What follows belongs to an exercise in optimizing a design on an open flow for a short achievable clock period and few clock cycles; a production flow would make more cautious choices.
RTL that was checked went through simulation tests only; none was proved equivalent to the original.
The RTL of run 4 was laid out without a check of its function.
No activity file was given, so power comes from the tool's default toggle rates.

==> flow/design.v (outline; a module is shown in full before it is edited, if it fits) <==
// module mul_stage1: 1409 lines
// module mul_stage2: 233 lines
// module RV32I: 269 lines
module RV32I(output [31:0] Result,
             output        wb_en,
             output [4:0]  wb_rd,
             output [31:0] imem_addr,
             input  [31:0] imem_data,
             input clk,rst);
  // ...
==> flow/flow/run.sh <==
#!/bin/bash
# Layout: the standard flow (standard synthesis unchanged), with repair_timing
# asked to keep a setup margin so that it sizes and buffers the critical paths
# (the design's 27 ns clock alone leaves them untouched). The SDC is not changed.
set -uo pipefail
bash standard.sh SETUP_SLACK_MARGIN=20.5 finish > flow_make.log 2>&1
status=$?
exit $status
==> flow/standard.sh <==
#!/bin/bash
# synth_recipe.tcl (not shown) runs the flow's synth.tcl, then flattens the netlist and writes it again
# the make line also repeats each setting of config.mk as NAME=value (left out here)
make -C /OpenROAD-flow-scripts/flow DESIGN_CONFIG=/design/flow/config.mk WORK_HOME=/design/flow/orfs CLKGATE_MAP_FILE= SYNTH_SCRIPT=/design/flow/synth_recipe.tcl "${@:-finish}"
==> flow/config.mk <==
export PLATFORM = sky130hd
export DESIGN_NAME = RV32I
export DESIGN_NICKNAME = RV32I
export VERILOG_FILES = /design/flow/design.v
export SDC_FILE = /design/flow/constraint.sdc
export NUM_CORES = 4
export LEC_CHECK = 0
export CAP_MARGIN = 20
export CELL_PAD_IN_SITES_DETAIL_PLACEMENT = 1
export CELL_PAD_IN_SITES_GLOBAL_PLACEMENT = 2
export CORE_MARGIN = 2
export CORE_UTILIZATION = 40
export SLEW_MARGIN = 20
==> flow/constraint.sdc <==
create_clock -name core_clock -period 27.0 [get_ports {clk}]
set_input_delay 5.4000 -clock core_clock [delete_from_list [all_inputs] [get_ports {clk}]]
set_output_delay 5.4000 -clock core_clock [all_outputs]
set_load 0.01 [all_outputs]
==> run summary, run 1 <==
RSZ-0062 raised after global routing = true
Hold Crit Depth = 0
Fraction of area in registers = 0.3439
Yosys warns = 6
Post-synth top area share = 0.3107
Clock buf count = 490
Sum Neg Setup Slack = 0 ns
Most common cell in the netlist = nand2_1
Number of synthesized flops with an enable pin = 452
Simple-gate share of the synthesized area = 0.1670
Outcome = finished with violations
Clock latency (worst-skew pair) = 1.03 ns
# Max-Cap Violations = 2
Crit path buf inv count = 7
Syn_area_per_cell = 8.414 sq um
Count of final max-slew check failures = 6
Clk_skew = 0.07340 ns
Post-synthesis sequential area ratio = 0.3965
Min-Delay Startpoint = w_rd[1]
Critical path type = reg2reg
DR WL/cell = 42.40 microns
Die H = 632.8 microns
Mux contribution to synthesized area = 0.03298
Post-DP Area = 166200 sq um
Largest family of logic cells by synthesized area = compound AO/OA/AOI/OAI gates
Wl on met1 = 380700 microns
Post-synthesis register bit count = 2906
Initial DRC count = 24772
Synth area leader = dfxtp_1
Fail Reasons = capacitance limit, slew limit
Peak Freq = 138.1 MHz
Testbench counts, summed over its fixed seeds: cycles 63,625.
==> run 2: changes to the inputs <==
==> flow/run.sh (new file) <==
#!/bin/bash
# synth_recipe.tcl (not shown) runs the flow's synth.tcl, then flattens the netlist and writes it again
# the make line also repeats each setting of config.mk as NAME=value (left out here)
make -C /OpenROAD-flow-scripts/flow DESIGN_CONFIG=/design/flow/config.mk WORK_HOME=/design/flow/orfs CLKGATE_MAP_FILE= SYNTH_SCRIPT=/design/flow/synth_recipe.tcl finish
--- a/flow/config.mk
+++ b/flow/config.mk
@@ -10,4 +10,4 @@
 export CELL_PAD_IN_SITES_GLOBAL_PLACEMENT = 2
 export CORE_MARGIN = 2
-export CORE_UTILIZATION = 40
+export CORE_UTILIZATION = 30
 export SLEW_MARGIN = 20
removed: flow/flow/run.sh
removed: flow/standard.sh
==> run summary, run 2 <==
Outcome = complete, no violations (was finished with violations)
Commonest non-fill, non-tap cell in the layout = nand2_1 (unchanged)
Cts repair resizes = 0 (was 786)
# setup viols final = 0 (unchanged)
Final Cycle Share = 0.3570 (was 0.2682)
Final GP Congestion = 1.061 (was 1.053)
Root Buffer = clkbuf_16 (unchanged)
First-pass GRT wire length = 1434000 microns (was 1366000 microns)
Critical path type = reg2reg (unchanged)
Min-delay worst type = reg2reg (unchanged)
Pwr Density = 59.11 nW/um^2 (was 57.72 nW/um^2)
Biggest regs = dmem x1024, rf x992, btb_tgt x192 (unchanged)
Nets@finish = 19182 (was 19312)
Worst slack, placed = 17.78 ns (was 17.74 ns)
Placed cell count = 24983 (was 23167)
H-Tree Depth = 5 (unchanged)
Final hold viol count = 0 (unchanged)
Largest net degree at the start of global routing = 203 (was 186)
Full die area = 532900 sq um (was 400400 sq um)
Total global-route track usage = 0.3888 (was 0.4893)
Grt ovf = 0 (unchanged)
Post-synth top cells = 3259 x nand2_1, 2454 x dfxtp_1, 1955 x a21oi_1 (unchanged)
Multi-input gate area = 88260 sq um (was 89390 sq um)
Drt total wl = 1078000 microns (was 1023000 microns)
Lkg Pwr = 64.30 nW (was 65.84 nW)
CTS sink count = 2906 (unchanged)
Initial core utilization = 0.3013 (was 0.4023)
Required @ worst endpoint = 27.87 ns (was 27.91 ns)
CP arrival = 10.51 ns (was 8.16 ns)
Row count = 266 (was 230)
Clock transition at path regs = 0.06 ns (about the same)
Peak Freq = 103.7 MHz (was 138.1 MHz)
Clk_skew = 0.1416 ns (was 0.07340 ns)
Die width = 730.0 microns (was 632.8 microns)
Via count = 164367 (was 168824)
Yosys warns = 6 (unchanged)
DR WL/cell = 41.93 microns (was 42.40 microns)
Post-CTS Setup Bufs = 0 (was 123)
Post-synthesis sequential area ratio = 0.3965 (unchanged)
R2R Setup Slk = 17.36 ns (was 19.76 ns)
Most common cell in the netlist = nand2_1 (unchanged)
Commonest cells after routing, fill and taps aside = 3258 x nand2_1, 2391 x dfxtp_1, 1927 x a21oi_1 (was 3246 x nand2_1, 2342 x dfxtp_1, 1926 x a21oi_1)
Non-Filler Instances = 25704 (was 24125)
Number of synthesized flops with an enable pin = 452 (unchanged)
Die H = 730.0 microns (was 632.8 microns)
Number of antenna violations at the first check in global routing = 99 (was 83)
# Max-Cap Violations = 0 (was 2)
DRC = 0 (unchanged)
Max rail drop VDD = 0.06027 mV (was 0.06044 mV)
Syn_nets = 19594 (unchanged)
Top_reg_cell synth = dfxtp_1 (unchanged)
Count of final max-slew check failures = 0 (was 6)
Fin crit period = 9.639 ns (was 7.241 ns)
Vias per std cell = 6.395 (was 6.998)
Top reg by flops = dmem (unchanged)
Distinct cells, synth = 99 (unchanged)
Num CTS Buffers = 364 (was 340)
Ys async rst share = 0 (unchanged)
Setup WS post-layout = 17.36 ns (was 19.76 ns)
Worst setup SP type = flip-flop (unchanged)
Syn Std Cell Area = 158100 sq um (unchanged)
Sum Neg Setup Slack = 0 ns (unchanged)
Syn_area_per_cell = 8.414 sq um (unchanged)
# IOs = 104 (unchanged)
CTS tree = done (unchanged)
Share of cells above drive strength 1 = 0.09525 (was 0.1164)
Top cells by area, synth = dfxtp_1 31%, edfxtp_1 8.6%, nand2_1 7.7% (unchanged)
Detailed Routing Iterations Pass 1 = 10 (unchanged)
Fill cell count = 60623 (was 45241)
Worst-path maximum fanout = 44 (was 8)
CP Capture Type = flip-flop (unchanged)
RSZ-0062 raised after global routing = false (was true)
Clock buffer depth = 4 (unchanged)
Vias in the first global route = 156880 (was 160768)
P&R area growth vs syn = 14.72% (was 15.71%)
I/O Buffers = 103 (unchanged)
Worst Max-Slew Pin Slew = 1.270 ns (was 2.263 ns)
Post-DRT Antenna Nets = 0 (unchanged)
Max reg flops = 1024 (unchanged)
Initial DRC count = 22919 (was 24772)
Post-DP HPWL = 744500 microns (was 680100 microns)
Storage element area = 62860 sq um (was 62930 sq um)
Cell count after synthesis = 18794 (unchanged)
Core area = 524900 sq um (was 393100 sq um)
Clock latency (worst-skew pair) = 1.08 ns (was 1.03 ns)
Post-synth top area share = 0.3107 (unchanged)
Worst relative slew slack = 0.1514 (was -0.5087)
Cts hold-fix bufs = 0 (unchanged)
Post-synthesis register bit count = 2906 (unchanged)
Synth area leader = dfxtp_1 (unchanged)
[run 2: area by class of cell]
cell class | count | area share
Clock inverter | 133 | 0.009304
Clock buffer | 528 | 0.05815
Sequential cell | 2906 | 0.3465
Multi-Input combinational cell | 13583 | 0.4865
Timing Repair Buffer | 804 | 0.03568
Antenna cell | 59 | 0.0008138
Tap cell | 6968 | 0.04806
Inverter | 723 | 0.01501
[run 2: final timing paths]
| check | startpoint | end | depth (start not counted) |
|---|---|---|---|
| hold reg to reg | w_rd[4] | o_rd[4] | 0 |
| setup / recovery | sel2[1] | pc_f[3] | 23 |
| hold / removal | w_rd[4] | o_rd[4] | 0 |
| setup reg to reg | sel2[1] | pc_f[3] | 23 |
[run 2: per-stage QoR]
step                total power (W)  utilization  area [sq um]  hold slack [ns]
finish                      0.01072       0.3457        181400           0.3200
floorplan                  0.005129            -        158100           0.3096
global route                0.01097       0.3454        181300           0.3307
CTS                         0.01075       0.3453        181200           0.3238
global placement           0.005646       0.3217        168800           0.3140
detailed placement         0.005642       0.3220        169000           0.3132
[run 2: routing by layer]
metal / up-vias / track usage / wire length (microns)
met1: 84683 / 0.5126 / 445000
met3: 2670 / 0.09476 / 104200
met4: 20 / 0.2157 / 72870
met5: - / 0 / 132
li1: 66908 / - / -
met2: 10086 / 0.5811 / 455600
[run 2: logic make-up after synthesis]
kind of cell | share of synthesized area
buf+inv | 0.05517
fa+ha+maj | 0.08021
mux | 0.03298
simple gates | 0.1670
other cells | 0.00002371
flops | 0.3965
xor+xnor | 0.01706
compound gates | 0.2510
[run 2: where the power goes]
part	leakage, nW	internal [W]	switching, W
sequential	24.3	0.00444	0.0000872
clock	5.94	0.00292	0.00222
combinational	34.0	0.000273	0.000777
[run 2: worst max-delay path, stage by stage, from the launching register on]
cell	delay, ns
edfxtp_1	0.35
buf_4	0.28
buf_4	0.35
a22o_1	0.30
a221oi_1	0.22
nand4_1	0.17
nor3_2	0.82
buf_4	0.55
clkinv_1	0.40
ha_1	0.41
nor4_1	0.50
nand3_1	0.14
o221a_2	0.32
a31oi_1	0.45
nor3_1	0.30
nor2_8	0.61
inv_4	0.30
o21ai_2	0.23
xnor2_1	0.07
or4b_1	0.51
or4_4	0.57
or4_4	0.59
nand2_8	0.36
mux2_2	0.38
==> run 3: changes to the inputs <==
==> flow/flow/run.sh (new file) <==
#!/bin/bash
# Layout: the standard flow (standard synthesis unchanged), with repair_timing
# asked to keep a setup margin so that it sizes and buffers the critical paths
# (the design's 27 ns clock alone leaves them untouched), without gate cloning (its
# clones were left with max-slew violations). The SDC is not changed.
set -uo pipefail
bash standard.sh SETUP_SLACK_MARGIN=20.5 SKIP_GATE_CLONING=1 finish > flow_make.log 2>&1
status=$?
exit $status
==> flow/standard.sh (new file) <==
#!/bin/bash
# synth_recipe.tcl (not shown) runs the flow's synth.tcl, then flattens the netlist and writes it again
# the make line also repeats each setting of config.mk as NAME=value (left out here)
make -C /OpenROAD-flow-scripts/flow DESIGN_CONFIG=/design/flow/config.mk WORK_HOME=/design/flow/orfs CLKGATE_MAP_FILE= SYNTH_SCRIPT=/design/flow/synth_recipe.tcl "${@:-finish}"
removed: flow/run.sh
==> run summary, run 3 <==
Worst relative slew slack = 0.1163 (was 0.1514)
CP arrival = 8.19 ns (was 10.51 ns)
Worst Max-Slew Pin Slew = 1.326 ns (was 1.270 ns)
Num CTS Buffers = 366 (was 364)
Critical Path Start = sel2[6] (was sel2[1])
Post-DRT Antenna Nets = 0 (unchanged)
Syn_area_per_cell = 8.414 sq um (unchanged)
Required @ worst endpoint = 27.91 ns (was 27.87 ns)
Worst-path maximum fanout = 21 (was 44)
Synth area leader = dfxtp_1 (unchanged)
# Max-Cap Violations = 0 (unchanged)
Worst r2r src = sel2[6] (was sel2[1])
Commonest cells after routing, fill and taps aside = 3248 x nand2_1, 2329 x dfxtp_1, 1918 x a21oi_1 (was 3258 x nand2_1, 2391 x dfxtp_1, 1927 x a21oi_1)
Nets@finish = 19470 (was 19182)
Root Buffer = clkbuf_16 (unchanged)
Post-synth top cells = 3259 x nand2_1, 2454 x dfxtp_1, 1955 x a21oi_1 (unchanged)
Final hold viol count = 0 (unchanged)
Most common cell in the netlist = nand2_1 (unchanged)
Pwr Density = 58.36 nW/um^2 (was 59.11 nW/um^2)
Number of synthesized flops with an enable pin = 452 (unchanged)
Die width = 730.0 microns (unchanged)
Cell count after synthesis = 18794 (unchanged)
Min-Delay Startpoint = w_rd[0] (was w_rd[4])
# setup viols final = 0 (unchanged)
Total global-route track usage = 0.3945 (was 0.3888)
Top_reg_cell synth = dfxtp_1 (unchanged)
Die H = 730.0 microns (unchanged)
Syn Std Cell Area = 158100 sq um (unchanged)
Largest net degree at the start of global routing = 200 (was 203)
P&R area growth vs syn = 18.91% (was 14.72%)
CP Capture Type = flip-flop (unchanged)
Max reg flops = 1024 (unchanged)
Post-synthesis sequential area ratio = 0.3965 (unchanged)
First-pass GRT wire length = 1450000 microns (was 1434000 microns)
Via count = 166799 (was 164367)
Clk_skew = 0.1057 ns (was 0.1416 ns)
Clock transition at path regs = 0.06 ns (about the same)
Final GP Congestion = 1.034 (was 1.061)
Top cells by area, synth = dfxtp_1 31%, edfxtp_1 8.6%, nand2_1 7.7% (unchanged)
H-Tree Depth = 5 (unchanged)
Row count = 266 (unchanged)
DRC = 0 (unchanged)
Yosys warns = 6 (unchanged)
Multi-input gate area = 89420 sq um (was 88260 sq um)
DR WL/cell = 42.32 microns (was 41.93 microns)
Peak Freq = 137.3 MHz (was 103.7 MHz)
Grt ovf = 0 (unchanged)
Clock latency (worst-skew pair) = 1.09 ns (was 1.08 ns)
# IOs = 104 (unchanged)
Vias in the first global route = 158230 (was 156880)
Min-delay worst type = reg2reg (unchanged)
CTS tree = done (unchanged)
Post-synth top area share = 0.3107 (unchanged)
Drt total wl = 1102000 microns (was 1078000 microns)
Fill cell count = 60222 (was 60623)
Lkg Pwr = 67.12 nW (was 64.30 nW)
Initial core utilization = 0.3013 (unchanged)
Share of cells above drive strength 1 = 0.1274 (was 0.09525)
Full die area = 532900 sq um (unchanged)
Sum Neg Setup Slack = 0 ns (unchanged)
RSZ-0062 raised after global routing = true (was false)
Post-synthesis register bit count = 2906 (unchanged)
Storage element area = 62950 sq um (was 62860 sq um)
Detailed Routing Iterations Pass 1 = 10 (unchanged)
Top reg by flops = dmem (unchanged)
Max rail drop VDD = 0.05923 mV (was 0.06027 mV)
Distinct cells, synth = 99 (unchanged)
I/O Buffers = 103 (unchanged)
CP peak stage delay = 0.61 ns (was 0.82 ns)
Clock buffer depth = 4 (unchanged)
CTS sink count = 2906 (unchanged)
Cts hold-fix bufs = 0 (unchanged)
Biggest regs = dmem x1024, rf x992, btb_tgt x192 (unchanged)
Slowest CP cell = or4_4 (was nor3_2)
Design Power = 0.01097 W (was 0.01072 W)
Number of antenna violations at the first check in global routing = 118 (was 99)
Count of final max-slew check failures = 0 (unchanged)
Initial DRC count = 23796 (was 22919)
Syn_nets = 19594 (unchanged)
Outcome = complete, no violations (unchanged)
Fin crit period = 7.285 ns (was 9.639 ns)
Ys async rst share = 0 (unchanged)
Core area = 524900 sq um (unchanged)
Vias per std cell = 6.408 (was 6.395)
Commonest non-fill, non-tap cell in the layout = nand2_1 (unchanged)
Critical path type = reg2reg (unchanged)
Worst setup SP type = flip-flop (unchanged)
Final Cycle Share = 0.2698 (was 0.3570)
Post-DP HPWL = 734500 microns (was 744500 microns)
==> run 3: cell types whose count changed in the layout (fill, tap and decap cells not counted), sizes merged, moves of 2 or more <==
cell	before	now
buf	701	1051
bufinv	20	28
clkbuf	529	539
clkdlybuf4s50	102	29
clkinv	103	99
clkinvlp	14	34
diode	59	87
dlygate4sd2	0	2
inv	719	701
==> run 3: cell families (layout without fill, tap and decap cells) <==
logic type / count (synthesis) / count (layout) / share of synthesized area
simple gates: 6149 / 6149 / 0.1670
buf+inv: 2305 / 2484 / 0.05517
xor+xnor: 300 / 300 / 0.01706
compound gates: 5874 / 5874 / 0.2510
other cells: 1 / 88 / 0.00002371
mux: 493 / 493 / 0.03298
fa+ha+maj: 766 / 766 / 0.08021
flops: 2906 / 2906 / 0.3965
==> run 3: repair_timing <==
action | in CTS | in global routing
setup buffers | 180 | 128
pin swaps | 77 | 74
gates resized for setup | 842 | 238
setup endpoints to repair | 1141 | 962
==> run 3: layer usage <==
layer | track usage | part of all wire
met5 | 0.005533 | 0.00055
met4 | 0.2419 | 0.077
met3 | 0.1034 | 0.099
met2 | 0.5916 | 0.42
met1 | 0.5049 | 0.40
==> run 3: cell type report <==
type | instances | share of cell area
multi-input combinational | 13583 | 0.4755
sequential | 2906 | 0.3348
timing repair buffer | 1090 | 0.05965
clock buffer | 532 | 0.05733
tap | 6968 | 0.04636
inverter | 723 | 0.01522
clock inverter | 139 | 0.009987
antenna | 87 | 0.001158
==> run 3: metrics by stage <==
step / instances / hold slack, ns / util / instance area, sq um / setup WS, ns
after floorplan: 18794 / 0.3096 / - / 158200 / 20.50
after global placement: 24951 / 0.3102 / 0.3214 / 168700 / 17.79
after detailed placement: 24960 / 0.3132 / 0.3218 / 168900 / 17.86
after CTS: 25811 / 0.3277 / 0.3534 / 185500 / 20.00
after global routing: 25962 / 0.3285 / 0.3580 / 187900 / 19.75
final: 26028 / 0.3258 / 0.3583 / 188000 / 19.72
==> run 3: worst max-delay path, delay by kind of cell, from the launching register on <==
family                     cells  cell delay [ns]
DFF                            1             0.37
buffers and inverters         12             1.79
adders and majority gates      1             0.35
and+or+nand+nor               10             2.75
muxes                          2             0.42
AOI/OAI and AO/OA              4             1.11
xor gates and xnor gates       1             0.14
==> run 3: path summary, 6_finish.rpt <==
path | to | slack, ns | depth (start not counted)
max | pc_on[16] | 19.72 | 30
min | o_rd[0] | 0.33 | 0
max reg2reg | pc_on[16] | 19.72 | 30
min reg2reg | o_rd[0] | 0.33 | 0
==> run 3: where the power goes <==
group / switching, W / internal (W) / leakage [nW]
Combinational: 0.000814 / 0.000357 / 36.6
Sequential: 0.0000845 / 0.00444 / 24.3
Clock: 0.00222 / 0.00305 / 6.17
==> module RV32I, before the edit <==
module RV32I(output [31:0] Result,
             output        wb_en,
             output [4:0]  wb_rd,
             output [31:0] imem_addr,
             input  [31:0] imem_data,
             input clk,rst);
    localparam MULB = 177;    
    localparam BTBN = 16;     
    reg rst_q;
    always @(posedge clk) rst_q <= rst;
    reg  [31:0] pc_f, pc_on;
    assign imem_addr = ~pc_on;
    reg         btb_v   [0:BTBN-1];
    reg  [7:0]  btb_tag [0:BTBN-1];
    reg  [11:0] btb_tgt [0:BTBN-1];
    wire [3:0]  f_idx  = pc_f[5:2];
    wire        f_hit  = btb_v[f_idx] & (btb_tag[f_idx] == pc_f[13:6]);
    wire [31:0] f_next = f_hit ? {pc_f[31:14], btb_tgt[f_idx], 2'b00} : pc_f + 32'd4;
    wire [6:0]  f_op = imem_data[6:0];
    wire [4:0]  f_rs1 = imem_data[19:15];
    wire [4:0]  f_rs2 = imem_data[24:20];
    wire        f_load   = f_op == 7'b0000011;
    wire        f_opimm  = f_op == 7'b0010011;
    wire        f_auipc  = f_op == 7'b0010111;
    wire        f_store  = f_op == 7'b0100011;
    wire        f_rop    = f_op == 7'b0110011;
    wire        f_lui    = f_op == 7'b0110111;
    wire        f_branch = f_op == 7'b1100011;
    wire        f_jalr   = f_op == 7'b1100111;
    wire        f_jal    = f_op == 7'b1101111;
    wire        f_use1   = f_load | f_opimm | f_store | f_rop | f_branch | f_jalr;
    wire        f_use2   = f_store | f_rop | f_branch;
    wire [31:0] f_sel1   = 32'd1 << f_rs1;
    wire [31:0] f_sel2   = 32'd1 << f_rs2;
    reg  [31:0] ir;
    reg  [31:0] pc_x;
    reg         v_x;
    reg  [31:0] sel1, sel2;     
    reg         use1, use2;     
    reg         is_load, is_opimm, is_auipc, is_store, is_op, is_lui,
                is_branch, is_jalr, is_jal;
    wire [4:0] rd     = ir[11:7];
    wire [2:0] f3     = ir[14:12];
    wire [4:0] rs1    = ir[19:15];
    wire [4:0] rs2    = ir[24:20];
    wire       f7_30  = ir[30];
    wire       f7_25  = ir[25];
    wire       is_mul = is_op & f7_25;
    wire [31:0] imm_i = {{20{ir[31]}}, ir[31:20]};
    wire [31:0] imm_s = {{20{ir[31]}}, ir[31:25], ir[11:7]};
    wire [31:0] imm_b = {{20{ir[31]}}, ir[7], ir[30:25], ir[11:8], 1'b0};
    wire [31:0] imm_u = {ir[31:12], 12'b0};
    wire [31:0] imm_j = {{12{ir[31]}}, ir[19:12], ir[20], ir[30:21], 1'b0};
    reg  [31:0] rf [1:31];
    reg  [31:0] a_rf, b_rf;
    integer r;
    always @(*) begin
        a_rf = 32'd0;
        b_rf = 32'd0;
        for (r = 1; r < 32; r = r + 1) begin
            a_rf = a_rf | (rf[r] & {32{sel1[r]}});
            b_rf = b_rf | (rf[r] & {32{sel2[r]}});
        end
    end
    reg         w_en;       
    reg  [4:0]  w_rd;
    reg  [31:0] w_rdoh;     
    reg         w_mul;      
    reg         w_load;     
    reg  [31:0] w_val;
    reg  [MULB-1:0] w_mp;
    reg         m_we;       
    reg  [6:0]  m_addr;
    reg  [2:0]  m_f3;
    reg  [31:0] m_sdata;
    wire stall = v_x & ((use1 & |(w_rdoh & sel1)) | (use2 & |(w_rdoh & sel2)));
    wire go    = v_x & ~stall;
    wire [31:0] opb = is_op ? b_rf : imm_i;
    wire        sub = is_op & f7_30;
    wire [31:0] sum = a_rf + (sub ? ~opb : opb) + {31'd0, sub};
    wire        lt  = ($signed(a_rf) < $signed(opb));
    wire        ltu = (a_rf < opb);
    wire [4:0]  sh  = opb[4:0];
    wire [31:0] sra_r = $signed(a_rf) >>> sh;
    reg  [31:0] alu;
    always @(*) begin
        case (f3)
            3'd0: alu = sum;
            3'd1: alu = a_rf << sh;
            3'd2: alu = {31'd0, lt};
            3'd3: alu = {31'd0, ltu};
            3'd4: alu = a_rf ^ opb;
            3'd5: alu = f7_30 ? sra_r : (a_rf >> sh);
            3'd6: alu = a_rf | opb;
            default: alu = a_rf & opb;
        endcase
    end
    wire beq  = (a_rf == b_rf);
    wire blt  = ($signed(a_rf) < $signed(b_rf));
    wire bltu = (a_rf < b_rf);
    reg  bcond;
    always @(*) begin
        case (f3)
            3'd0: bcond = beq;
            3'd1: bcond = ~beq;
            3'd4: bcond = blt;
            3'd5: bcond = ~blt;
            3'd6: bcond = bltu;
            3'd7: bcond = ~bltu;
            default: bcond = 1'b0;
        endcase
    end
    wire [31:0] pc_imm  = pc_x + (is_jal ? imm_j : imm_b);
    wire [31:0] jalr_t  = a_rf + imm_i;
    wire [31:0] pc4_x   = pc_x + 32'd4;
    wire        taken   = is_jal | is_jalr | (is_branch & bcond);
    wire [31:0] target  = is_jalr ? {jalr_t[31:1], 1'b0} : pc_imm;
    wire [31:0] actual  = taken ? target : pc4_x;
    wire [31:0] jr_need = pc_f - imm_i;
    wire        ok_t    = (pc_imm == pc_f);
    wire        ok_4    = (pc4_x == pc_f);
    wire        ok_jr   = ~imm_i[0] & (a_rf[31:1] == jr_need[31:1]);
    wire        ok_next = is_jalr ? ok_jr : (taken ? ok_t : ok_4);
    wire        redirect = go & ~ok_next;
    wire        cti     = is_jal | is_jalr | is_branch;
    wire [6:0]  daddr = a_rf[6:0] + (is_store ? imm_s[6:0] : imm_i[6:0]);
    wire [31:0] pc_imm_u = pc_x + imm_u;
    reg [31:0] xres;
    always @(*) begin
        if (is_lui)                 xres = imm_u;
        else if (is_auipc)          xres = pc_imm_u;
        else if (is_jal | is_jalr)  xres = pc4_x;
        else                        xres = alu;
    end
    wire        x_wr  = go & (rd != 5'd0) &
                        (is_lui | is_auipc | is_jal | is_jalr | is_load | is_opimm | is_op);
    wire        x_late = is_mul | is_load;    
    wire        x_rfw = x_wr & ~x_late;
    wire [MULB-1:0] mp;
    mul_stage1 m1(.a(a_rf), .b(b_rf), .p(mp));
    wire [31:0] mres;
    mul_stage2 m2(.p(w_mp), .y(mres));
    reg  [31:0] dmem [0:31];
    wire [31:0] dword = dmem[m_addr[6:2]];
    wire [15:0] dhalf = m_addr[1] ? dword[31:16] : dword[15:0];
    wire [7:0]  dbyte = m_addr[0] ? dhalf[15:8] : dhalf[7:0];
    reg  [31:0] ldata;
    always @(*) begin
        case (m_f3[1:0])
            2'd0: ldata = {{24{dbyte[7] & ~m_f3[2]}}, dbyte};
            2'd1: ldata = {{16{dhalf[15] & ~m_f3[2]}}, dhalf};
            default: ldata = dword;
        endcase
    end
    wire [3:0] lanes = (m_f3[1:0] == 2'd0) ? (4'b0001 << m_addr[1:0]) :
                       (m_f3[1:0] == 2'd1) ? (m_addr[1] ? 4'b1100 : 4'b0011) : 4'b1111;
    wire [31:0] late_res = w_mul ? mres : ldata;
    wire        w_late   = w_mul | w_load;
    wire [31:0] w_res    = w_late ? late_res : w_val;
    reg         o_en;
    reg  [4:0]  o_rd;
    reg  [31:0] o_res;
    assign wb_en  = o_en;
    assign wb_rd  = o_rd;
    assign Result = o_res;
    always @(posedge clk) begin
        if (rst) begin
            pc_f   <= 32'd0;
            pc_on  <= 32'hffffffff;
            v_x    <= 1'b0;
            w_en   <= 1'b0;
            w_mul  <= 1'b0;
            w_load <= 1'b0;
            w_rdoh <= 32'd0;
            m_we   <= 1'b0;
            o_en   <= 1'b0;
        end else begin
            if (redirect) begin
                pc_f <= actual;
                v_x  <= 1'b0;
            end else if (!stall) begin
                pc_f <= f_next;
                v_x  <= 1'b1;
            end
            pc_on <= ~(redirect ? actual : stall ? pc_f : f_next);
            w_en   <= x_wr;
            w_mul  <= x_wr & is_mul;
            w_load <= x_wr & is_load;
            w_rdoh <= (x_wr & x_late) ? (32'd1 << rd) : 32'd0;
            m_we   <= go & is_store;
            o_en   <= w_en;
        end
    end
    always @(posedge clk) begin
        if (!stall) begin
            ir        <= imem_data;
            pc_x      <= pc_f;
            sel1      <= f_sel1;
            sel2      <= f_sel2;
            use1      <= f_use1;
            use2      <= f_use2;
            is_load   <= f_load;
            is_opimm  <= f_opimm;
            is_auipc  <= f_auipc;
            is_store  <= f_store;
            is_op     <= f_rop;
            is_lui    <= f_lui;
            is_branch <= f_branch;
            is_jalr   <= f_jalr;
            is_jal    <= f_jal;
        end
        w_rd    <= rd;
        w_val   <= xres;
        w_mp    <= mp;
        m_addr  <= daddr;
        m_f3    <= f3;
        m_sdata <= (f3[1:0] == 2'd0) ? {4{b_rf[7:0]}} :
                   (f3[1:0] == 2'd1) ? {2{b_rf[15:0]}} : b_rf;
        o_rd    <= w_rd;
        o_res   <= w_res;
    end
    reg         bu_en, bu_taken;
    reg  [3:0]  bu_idx;
    reg  [7:0]  bu_tag;
    reg  [11:0] bu_tgt;
    always @(posedge clk) begin
        if (rst)
            bu_en <= 1'b0;
        else
            bu_en <= go & cti;
        bu_taken <= taken;
        bu_idx   <= pc_x[5:2];
        bu_tag   <= pc_x[13:6];
        bu_tgt   <= target[13:2];
    end
    integer n;
    always @(posedge clk) begin
        for (n = 0; n < BTBN; n = n + 1) begin
            if (rst)
                btb_v[n] <= 1'b0;
            else if (bu_en && bu_idx == n)
                btb_v[n] <= bu_taken;
            if (bu_en && bu_taken && bu_idx == n) begin
                btb_tag[n] <= bu_tag;
                btb_tgt[n] <= bu_tgt;
            end
        end
    end
    integer i;
    always @(posedge clk) begin
        for (i = 1; i < 32; i = i + 1) begin
            if (rst_q)
                rf[i] <= 32'd0;
            else if (x_rfw && rd == i)
                rf[i] <= xres;
            else if (w_rdoh[i])
                rf[i] <= late_res;
        end
    end
    integer j, k;
    always @(posedge clk) begin
        for (j = 0; j < 32; j = j + 1)
            for (k = 0; k < 4; k = k + 1)
                if (rst_q)
                    dmem[j][8*k +: 8] <= 8'd0;
                else if (m_we && m_addr[6:2] == j && lanes[k])
                    dmem[j][8*k +: 8] <= m_sdata[8*k +: 8];
    end
endmodule
==> run 4: changes to the inputs <==
==> flow/design.v (replaced) <==
module adder(output  [31:0] y,input   [31:0] a, b);
     assign y = a + b;
endmodule
module mux2 #(parameter WIDTH = 8)
                      (output [WIDTH-1:0] y,
                       input [WIDTH-1:0] d0, d1,
                       input              s);
     assign y[WIDTH-1:0] = s ? d1 : d0;
endmodule
module mux3 #(parameter WIDTH = 8)
                     (output [WIDTH-1:0] y,
                         input  [WIDTH-1:0] d0, d1, d2,
                         input  [1:0]       s);
     assign y = s[1] ? d2 : (s[0] ? d1 : d0);
endmodule
module pc(output reg [31:0] PC, input clk, reset, input [31:0] PCNext);
    always @(posedge clk ) begin
        if (reset) begin
            PC<=0;
        end
        else begin
            PC <= PCNext;
        end
    end
endmodule
module instruction_fetch(
		output [6:0] opcode, 
		output [11:7] rd, 
		output [14:12] funct3,
		output [19:15] rs1,
		output [24:20] rs2,
		output [31:25] funct7,
		output [31:7] imm,
		input [31:0] Instr);
	assign opcode=Instr[6:0];
	assign rd=Instr[11:7];
	assign funct3=Instr[14:12];
	assign rs1=Instr[19:15];
	assign rs2=Instr[24:20];
	assign funct7=Instr[31:25];
	assign imm=Instr[31:7];
endmodule
module extend(output reg 	[31:0] immext,
               input  		[31:7] instr,
               input  		[2:0]  immsrc);
    always@(*) begin
        case(immsrc)
            3'b000:     immext = {{20{instr[31]}}, instr[31:20]}; 
            3'b001:     immext = {{20{instr[31]}}, instr[31:25], instr[11:7]}; 
            3'b010:     immext = {{20{instr[31]}}, instr[7], instr[30:25], instr[11:8], 1'b0}; 
            3'b011:     immext = {instr[31:12], 12'b0}; 
            3'b100:     immext = {{12{instr[31]}}, instr[19:12],  instr[20], instr[30:21], 1'b0}; 
            default:   immext = 32'b0;  
        endcase
    end
endmodule
module register_file(output reg [31:0] RD1,RD2, input clk, WE3, rst, input [4:0] A1,A2,A3, input [31:0] WD3);
    reg [31:0] reg_file [31:0];
    integer i;
    always @(posedge clk ) begin  
        if(!rst && WE3 && (A3!=0))begin  
            reg_file[A3]<=WD3;
        end
        else if(rst)begin  
            for(i=0;i<32;i=i+1)begin
                reg_file[i]<=32'd0;
            end
        end
        else begin   
            for(i=0;i<32;i=i+1)begin
                reg_file[i]<=reg_file[i];
            end
        end
    end
    always @(*) begin
        RD1<=reg_file[A1];
        RD2<=reg_file[A2];
    end
endmodule
module branch_cond(output reg br_taken, input [0:2] br_type, input [0:31] A, B);
	always @(*) begin	 
		case (br_type)
			3'b000: br_taken = (A==B)? 1:0;	 
			3'b001: br_taken = (A!=B)? 1:0;	 
			3'b010: br_taken = 0;	 
			3'b011: br_taken = 1;	 
			3'b100: br_taken = ($signed(A) < $signed(B))?  1:0;	 
			3'b101: br_taken = ($signed(A) >= $signed(B))? 1:0;	 
			3'b110: br_taken = (A<B)?  1:0;	 
			3'b111: br_taken = (A>=B)? 1:0;	 
			default: br_taken = 0;
		endcase
	end
endmodule
module alu(input [31:0] A,B,   
           input [3:0] ALU_Sel, 
           output [31:0] ALU_Out  
           );
    reg [31:0] ALU_Result;
    wire [32:0] tmp;
    assign ALU_Out = ALU_Result;  
    always @(*)begin
      case(ALU_Sel) 
      4'b0000:  
        ALU_Result <= A + B ;
      4'b0001:  
        ALU_Result <= A - B ;
      4'b0010:  
        ALU_Result <= A * B;
      4'b0100:  
        ALU_Result <= A<<B[4:0]; 
      4'b0101:  
        ALU_Result <= A>>B[4:0]; 
      4'b0110:  
        ALU_Result <= $signed(A)>>>B[4:0];
      4'b1000:  
        ALU_Result <= A & B;
      4'b1001:  
        ALU_Result <= A | B;
      4'b1010:  
        ALU_Result <= A ^ B;
      4'b1100:  
        ALU_Result <= B;
      4'b1101:  
        ALU_Result <= (A < B)?32'd1:32'd0 ;
      4'b1110:  
        ALU_Result <= ($signed(A) < $signed(B))?32'd1:32'd0 ;
      4'b1111:  
        ALU_Result <= (A==B)?32'd1:32'd0 ;
      default: ALU_Result <= A + B ;
      endcase
    end
endmodule
module data_memory(output reg [31:0] ReadData,input clk,rst, input [2:0] ReadControl, WriteControl, input [7:0] Address, input [31:0] WriteData);
    reg [31:0] data_mem_file [31:0]; 
    reg [31:0] store_intermediate, load_intermediate1,load_intermediate2;
    integer i;
    always @(posedge clk ) begin  
        if(!rst)begin
            case(WriteControl) 
                3'b000:begin
                    store_intermediate = {24'h000000,WriteData[7:0]}<<({3'd0,Address[1:0]}<<3) ;
                    data_mem_file[Address[6:2]] = ( (data_mem_file[Address[6:2]]) & ~(32'h000000ff<< ({3'd0,Address[1:0]}<<3) ) ) | store_intermediate;
                 end             
                3'b001:begin
                    store_intermediate = {16'h0000,WriteData[15:0]}<<({3'd0,(Address[1]),1'd0}<<3);
                    data_mem_file[Address[6:2]] = ( (data_mem_file[Address[6:2]]) & ~(32'h0000ffff<< ({3'd0,(Address[1]),1'd0}<<3) )) | store_intermediate; 
                 end
                3'b010: data_mem_file[Address[6:2]] <= WriteData; 
                default: begin
                    for(i=0;i<32;i=i+1)begin     
                        data_mem_file[i] <= data_mem_file[i];
                    end 
                end 
            endcase
        end
        else begin
            for(i=0;i<32;i=i+1)begin     
                data_mem_file[i]<=32'd0;
            end
            store_intermediate <= 0;
        end
    end
    always @(*) begin
        load_intermediate1 = 0;
        load_intermediate2 = 0;
        case (ReadControl) 
            3'b000:begin
                load_intermediate1=((3-{3'd0,Address[1:0]})<<3);
                load_intermediate2=data_mem_file[Address[6:2]]<<load_intermediate1;
                ReadData = $signed(load_intermediate2)>>>24; 
            end
            3'b001:begin
                load_intermediate1=(2-{3'd0,(Address[1]),1'd0})<<3; 
                load_intermediate2=data_mem_file[Address[6:2]]<<load_intermediate1;
                ReadData = $signed(load_intermediate2)>>>16; 
            end
            3'b010: ReadData =  data_mem_file[Address[6:2]]; 
            3'b100:begin
                load_intermediate1=((3-{3'd0,(Address[1:0])})<<3);
                load_intermediate2=data_mem_file[Address[6:2]]<<load_intermediate1;
                ReadData = load_intermediate2>>24; 
            end
            3'b101:begin
                load_intermediate1=((2-{3'd0,(Address[1]),1'd0})<<3);
                load_intermediate2=data_mem_file[Address[6:2]]<<load_intermediate1;
                ReadData = load_intermediate2>>16; 
            end
            default: begin
            ReadData = 0;
            end
        endcase
    end
endmodule
module controller(output reg [2:0] ImmSrc, output reg [3:0] alu_op, output reg [2:0] br_type,ReadControl,WriteControl,
                    output reg reg_wr, sel_A, sel_B,
                    output reg [1:0] wb_sel,
                    input[6:0] opcode,     
                    input [14:12] funct3,  
                    input [31:25] funct7,  
                    input rst);
        reg R,Ii,S,L,B,auipc,lui,jal,jalr;
    always@(*)begin    
        if (!rst) begin  
            case(opcode) 
                3: {R,Ii,S,L,B,auipc,lui,jal,jalr}<= 'b000100000;                          
                19:{R,Ii,S,L,B,auipc,lui,jal,jalr}<= 'b010000000;                          
                23:{R,Ii,S,L,B,auipc,lui,jal,jalr}<= 'b000001000;                          
                35:{R,Ii,S,L,B,auipc,lui,jal,jalr}<= 'b001000000;                          
                51:{R,Ii,S,L,B,auipc,lui,jal,jalr}<= 'b100000000;                          
                55:{R,Ii,S,L,B,auipc,lui,jal,jalr}<= 'b000000100;                          
                99:{R,Ii,S,L,B,auipc,lui,jal,jalr}<= 'b000010000;                          
                103:{R,Ii,S,L,B,auipc,lui,jal,jalr}<='b000000001;                          
                111:{R,Ii,S,L,B,auipc,lui,jal,jalr}<='b000000010;                          
                default:{R,Ii,S,L,B,auipc,lui,jal,jalr}<='b000000000;
            endcase    
        end   
        else begin
            {R,Ii,S,L,B,auipc,lui,jal,jalr}<=0;
        end
    end
    always @(*) begin
        if (R||Ii) begin     
            casex({R,funct7[30],funct7[25],funct3}) 
                6'b100000:alu_op<=0; 
                6'b110000:alu_op<=1; 
                6'b0xx000:alu_op<=0; 
                6'b100001:alu_op<=4; 
                6'b000001:alu_op<=4; 
                6'b100010:alu_op<=14; 
                6'b0xx010:alu_op<=14; 
                6'b100011:alu_op<=13; 
                6'b0xx011:alu_op<=13; 
                6'b100100:alu_op<=10; 
                6'b0xx100:alu_op<=10; 
                6'b100101:alu_op<=5; 
                6'b000101:alu_op<=5; 
                6'b110101:alu_op<=6; 
                6'b010101:alu_op<=6; 
                6'b100110:alu_op<=9; 
                6'b0xx110:alu_op<=9; 
                6'b100111:alu_op<=8; 
                6'b0xx111:alu_op<=8; 
                6'b101000:alu_op<=2; 
                default:alu_op<=0;
            endcase    
        end
        else if(lui)begin
            alu_op<=4'b1100; 
        end
        else begin
            alu_op<=0; 
        end            
    end
    always @(*) begin 
        case ({S})
            1: WriteControl<=funct3;
            default: WriteControl<=7; 
        endcase
    end
    always @(*) begin 
        case ({L})
            1: ReadControl<=funct3;
            default: ReadControl<=7; 
        endcase
    end
    always @(*) begin 
        casex({jal,jalr,B})
            3'b100: br_type <= 3 ;
            3'b010: br_type <= 3 ; 
            3'b001: br_type <= funct3 ; 
            default: br_type<= 2;  
        endcase
    end
    always@(*)begin
        case({R,Ii,S,L,B,auipc,lui,jal,jalr}) 
            10'b100000000:{ImmSrc,sel_A, sel_B,wb_sel,reg_wr}<=8'b00010011; 
            10'b010000000:{ImmSrc,sel_A, sel_B,wb_sel,reg_wr}<=8'b00011011; 
            10'b001000000:{ImmSrc,sel_A, sel_B,wb_sel,reg_wr}<=8'b00111000; 
            10'b000100000:{ImmSrc,sel_A, sel_B,wb_sel,reg_wr}<=8'b00011101; 
            10'b000010000:{ImmSrc,sel_A, sel_B,wb_sel,reg_wr}<=8'b01001000; 
            10'b000001000:{ImmSrc,sel_A, sel_B,wb_sel,reg_wr}<=8'b01101011; 
            10'b000000100:{ImmSrc,sel_A, sel_B,wb_sel,reg_wr}<=8'b01111011; 
            10'b000000010:{ImmSrc,sel_A, sel_B,wb_sel,reg_wr}<=8'b10001001; 
            10'b000000001:{ImmSrc,sel_A, sel_B,wb_sel,reg_wr}<=8'b00011001; 
            default: {ImmSrc,sel_A, sel_B,wb_sel,reg_wr}<=0;
        endcase
    end
endmodule
module datapath(output [6:0] opcode,
                output [14:12] funct3, 
                output [31:25] funct7, 
                output [31:0] Result,
                output [31:0] PC,
                output [11:7] rd,
                input [31:0] Instr,
                input rst,clk, reg_wr,sel_A,sel_B,
                input [1:0] wb_sel,
                input [2:0] ImmSrc,input [3:0] alu_op, input [2:0] br_type, ReadControl, WriteControl);
	wire [31:0] PCNext, PCPlus4_1, PCPlus4_2, ImmExt, SrcA, RD1, RD2, SrcB, rdata, ALUResult;
	wire [24:20] rs2;
	wire [19:15] rs1;
    wire [31:7] imm;
    wire br_taken;
	mux2 #(32) pcnext(PCNext,PCPlus4_1,ALUResult,br_taken);
	pc pc_inst(PC,clk,rst,PCNext);
	adder pc_plus4(PCPlus4_1,PC,32'd4);
	instruction_fetch ins_fetch(opcode,rd,funct3,rs1,rs2,funct7,imm,Instr);
	extend ext(ImmExt,Instr[31:7],ImmSrc);
	register_file reg_file(RD1,RD2,clk, reg_wr, rst, rs1,rs2,rd, Result);
	branch_cond Br_taken(br_taken,br_type,RD1,RD2);
	mux2 #(32) srcA(SrcA,PC,RD1,sel_A);
	mux2 #(32) srcB(SrcB,RD2,ImmExt,sel_B);
	alu aalu(SrcA,SrcB,alu_op, ALUResult);
	data_memory data_mem(rdata,clk,rst,ReadControl,WriteControl,ALUResult[7:0],RD2);
	adder pc_plus4_2(PCPlus4_2,PC,32'd4);
	mux3 #(32) result(Result,PCPlus4_2,ALUResult,rdata,wb_sel);
endmodule
module RV32I(output [31:0] Result,
             output        wb_en,
             output [4:0]  wb_rd,
             output [31:0] imem_addr,
             input  [31:0] imem_data,
             input clk,rst);
    wire [6:0] opcode;
    wire [14:12] funct3; 
    wire [31:25] funct7; 
    wire br_taken,ResultSrc,reg_wr,sel_A,sel_B; 
    wire [3:0] alu_op;
    wire [2:0] ImmSrc, br_type, ReadControl,WriteControl;
    wire [1:0] wb_sel;
    datapath dp(opcode, funct3, funct7, Result, imem_addr, wb_rd, imem_data, rst,clk,reg_wr,sel_A,sel_B, wb_sel, ImmSrc, alu_op,br_type,ReadControl,WriteControl);
    controller con(ImmSrc,alu_op,br_type,ReadControl,WriteControl, reg_wr, sel_A, sel_B, wb_sel, opcode, funct3, funct7,rst);
    assign wb_en = reg_wr;
endmodule
==> flow/run.sh (new file) <==
#!/bin/bash
# synth_recipe.tcl (not shown) runs the flow's synth.tcl, then flattens the netlist and writes it again
# the make line also repeats each setting of config.mk as NAME=value (left out here)
make -C /OpenROAD-flow-scripts/flow DESIGN_CONFIG=/design/flow/config.mk WORK_HOME=/design/flow/orfs CLKGATE_MAP_FILE= SYNTH_SCRIPT=/design/flow/synth_recipe.tcl finish
--- a/flow/config.mk
+++ b/flow/config.mk
@@ -7,7 +7,5 @@
 export LEC_CHECK = 0
 export CAP_MARGIN = 20
-export CELL_PAD_IN_SITES_DETAIL_PLACEMENT = 1
-export CELL_PAD_IN_SITES_GLOBAL_PLACEMENT = 2
 export CORE_MARGIN = 2
-export CORE_UTILIZATION = 30
+export CORE_UTILIZATION = 40
 export SLEW_MARGIN = 20
removed: flow/flow/run.sh
removed: flow/standard.sh
==> run summary, run 4 <==
Outcome = complete, no violations (unchanged)
Fill cell count = 30324 (was 60222)
Full die area = 317600 sq um (was 532900 sq um)
DRC = 0 (unchanged)
Detailed Routing Iterations Pass 1 = 6 (was 10)
Final hold viol count = 0 (unchanged)
RSZ-0062 raised after global routing = false (was true)
Vias in the first global route = 108902 (was 158230)
Die width = 563.5 microns (was 730.0 microns)
Post-synthesis sequential area ratio = 0.3325 (was 0.3965)
Max rail drop VDD = 0.05543 mV (was 0.05923 mV)
Core area = 311600 sq um (was 524900 sq um)
Post-DRT Antenna Nets = 0 (unchanged)
Slowest CP cell = clkdlybuf4s50_1 (was or4_4)
H-Tree Depth = 4 (was 5)
Final Cycle Share = 0.9287 (was 0.2698)
Post-synth top cells = 2741 x nor2_1, 2080 x dfxtp_1, 1218 x a211oi_1 (was 3259 x nand2_1, 2454 x dfxtp_1, 1955 x a21oi_1)
Synth area leader = dfxtp_1 (unchanged)
Syn_area_per_cell = 8.764 sq um (was 8.414 sq um)
First-pass GRT wire length = 802700 microns (was 1450000 microns)
Worst-path maximum fanout = 32 (was 21)
Number of antenna violations at the first check in global routing = 38 (was 118)
Critical path type = in2out (was reg2reg)
CP Capture Type = primary output (was flip-flop)
Total global-route track usage = 0.3410 (was 0.3945)
# IOs = 104 (unchanged)
Multi-input gate area = 76430 sq um (was 89420 sq um)
Root Buffer = clkbuf_16 (unchanged)
Commonest cells after routing, fill and taps aside = 2676 x nor2_1, 2080 x dfxtp_1, 1214 x a211oi_1 (was 3248 x nand2_1, 2329 x dfxtp_1, 1918 x a21oi_1)
Num CTS Buffers = 229 (was 366)
Storage element area = 41640 sq um (was 62950 sq um)
Biggest regs = dp.data_mem.data_mem_file x1024, dp.reg_file.reg_file x1024, dp.pc_inst.PC x32 (was dmem x1024, rf x992, btb_tgt x192)
Cell count after synthesis = 14289 (was 18794)
Lkg Pwr = 49.12 nW (was 67.12 nW)
Worst Max-Slew Pin Slew = 1.262 ns (was 1.326 ns)
Nets@finish = 14264 (was 19470)
Clock transition at path regs = 0.06 ns (about the same)
Min-delay worst type = reg2reg (unchanged)
Clock latency (worst-skew pair) = 0.93 ns (was 1.09 ns)
Commonest non-fill, non-tap cell in the layout = nor2_1 (was nand2_1)
Final GP Congestion = 1.068 (was 1.034)
Peak Freq = 39.88 MHz (was 137.3 MHz)
Yosys warns = 8 (was 6)
Via count = 118013 (was 166799)
Post-DP HPWL = 362700 microns (was 734500 microns)
Number of synthesized flops with an enable pin = 0 (was 452)
Most common cell in the netlist = nor2_1 (was nand2_1)
Fin crit period = 25.08 ns (was 7.285 ns)
CP arrival = 19.68 ns (was 8.19 ns)
Ys async rst share = 0 (unchanged)
Distinct cells, synth = 113 (was 99)
CP peak stage delay = 1.17 ns (was 0.61 ns)
Initial DRC count = 17354 (was 23796)
# setup viols final = 0 (unchanged)
Top cells by area, synth = dfxtp_1 33%, nor2_1 8.2%, a211oi_1 7.3% (was dfxtp_1 31%, edfxtp_1 8.6%, nand2_1 7.7%)
Initial core utilization = 0.4019 (was 0.3013)
Required @ worst endpoint = 21.60 ns (was 27.91 ns)
Worst relative slew slack = 0.1495 (was 0.1163)
Cts hold-fix bufs = 0 (unchanged)
Design Power = 0.007599 W (was 0.01097 W)
Clock buffer depth = 4 (unchanged)
CTS sink count = 2080 (was 2906)
I/O Buffers = 103 (unchanged)
Largest net degree at the start of global routing = 198 (was 200)
CTS tree = done (unchanged)
Worst setup SP type = primary input (was flip-flop)
Syn Std Cell Area = 125200 sq um (was 158100 sq um)
R2R Setup Slk = 12.49 ns (was 19.72 ns)
Vias per std cell = 6.592 (was 6.408)
Clk_skew = 0.1122 ns (was 0.1057 ns)
Post-synth top area share = 0.3325 (was 0.3107)
Syn_nets = 14986 (was 19594)
P&R area growth vs syn = 10.21% (was 18.91%)
Post-synthesis register bit count = 2080 (was 2906)
Pwr Density = 55.06 nW/um^2 (was 58.36 nW/um^2)
Count of final max-slew check failures = 0 (unchanged)
Share of cells above drive strength 1 = 0.1117 (was 0.1274)
Die H = 563.5 microns (was 730.0 microns)
Post-CTS Setup Bufs = 0 (was 180)
Grt ovf = 0 (unchanged)
Drt total wl = 562500 microns (was 1102000 microns)
Most frequent CP cell = fa_1
Sum Neg Setup Slack = 0 ns (unchanged)
Top_reg_cell synth = dfxtp_1 (unchanged)
DR WL/cell = 31.42 microns (was 42.32 microns)
# Max-Cap Violations = 0 (unchanged)
Cts repair resizes = 0 (was 842)
Row count = 205 (was 266)
-- run 4: cell count changes after synthesis, sizes merged, moves of 448 or more --
cell	change
nand2	-2722
a21oi	-1490
nor2	+1329
a22oi	-658
a311oi	+527
a211oi	+467
edfxtp	-452
a221oi	-448
-- run 4: report_power, final --
part           leakage, nW  switching (W)  total (W)  internal [W]
combinational         28.6       0.000970    0.00127      0.000298
clock                 3.77        0.00137    0.00326       0.00189
sequential            16.7     0.00000413    0.00308       0.00307
-- run 4: cells by family after synthesis --
logic type | synth area share
AOI/OAI and AO/OA | 0.2219
xor gates and xnor gates | 0.009022
adders and majority gates | 0.09082
buffers and inverters | 0.07027
DFF | 0.3325
muxes | 0.1195
and+or+nand+nor | 0.1559
-- run 4: path summary, 6_finish.rpt --
kind,from,cells past startpoint,to
worst max-delay path,imem_data[18],39,Result[31]
worst min-delay path,dp.data_mem.data_mem_file[1][7],2,dp.data_mem.data_mem_file[1][7]
worst max register to register,dp.reg_file.reg_file[29][4],38,dp.reg_file.reg_file[10][8]
worst min register to register,dp.data_mem.data_mem_file[1][7],2,dp.data_mem.data_mem_file[1][7]
-- run 4: worst max-delay path, delay by kind of cell --
family	cells	cell delay (ns)
muxes	1	0.73
xor gates and xnor gates	1	0.21
adders and majority gates	9	3.80
buffers and inverters	9	3.04
AOI/OAI and AO/OA	12	3.22
and+or+nand+nor	7	3.15
-- run 4: cell type report --
class	count	area share
repair buffers	580	0.03543
flip-flops and latches	2080	0.3017
multi-input cells	10090	0.5538
well taps	4140	0.03753
diodes	19	0.0003445
inverters	586	0.01595
clock buffers	340	0.04920
clock inverters	67	0.006092
-- run 4: stage by stage --
stage                       util  setup slack, ns  instances  area (sq um)  hold slack (ns)
final                     0.4429            1.925      17902        138000           0.4550
after global routing      0.4428            1.863      17889        138000           0.4712
after CTS                 0.4425            2.438      17879        137900           0.4551
after detailed placement  0.4180            2.465      17472        130300           0.4470
after global placement    0.4178            2.544      17470        130200           0.4419
after floorplan                -            5.193      14289        125200           0.4317
-- run 4: per-layer routing --
layer	share of wire	GRT usage	vias to the layer above
li1	-	-	50741
met1	0.39	0.4514	57566
met2	0.41	0.4927	7913
met3	0.13	0.09588	1773
met4	0.071	0.2032	20
met5	0.00036	0	-

==> re-timing with driven ports <==
How much do the figures lean on ideal ports? The routed layouts below were timed once more, with nothing changed but the port constraints.
Step 1: set_driving_cell puts a clkbuf_16 on clk and a buf_2 on each other input, an assumption about the parent block.
Step 2 also shifts input and output timing later by t, the mid clock arrival at the registers, as if the neighbouring blocks saw the same clock.
a / b / c = ideal / step 1 / step 2; a / b = the first two.
run	t, ns	slack for setup (ns)	pins driven straight from the clock port
run 1	1.122	19.758 / 19.758 / 19.411	1
run 2	1.157	17.361 / 17.361 / 17.361	1
run 3	1.164	19.715 / 19.716 / 19.328	1
run 4	0.980	1.925 / 1.725 / 1.725	1
For run 3, which loses most, drivers alone change the setup slack by +0.001 ns; drivers and shift together by -0.387 ns.
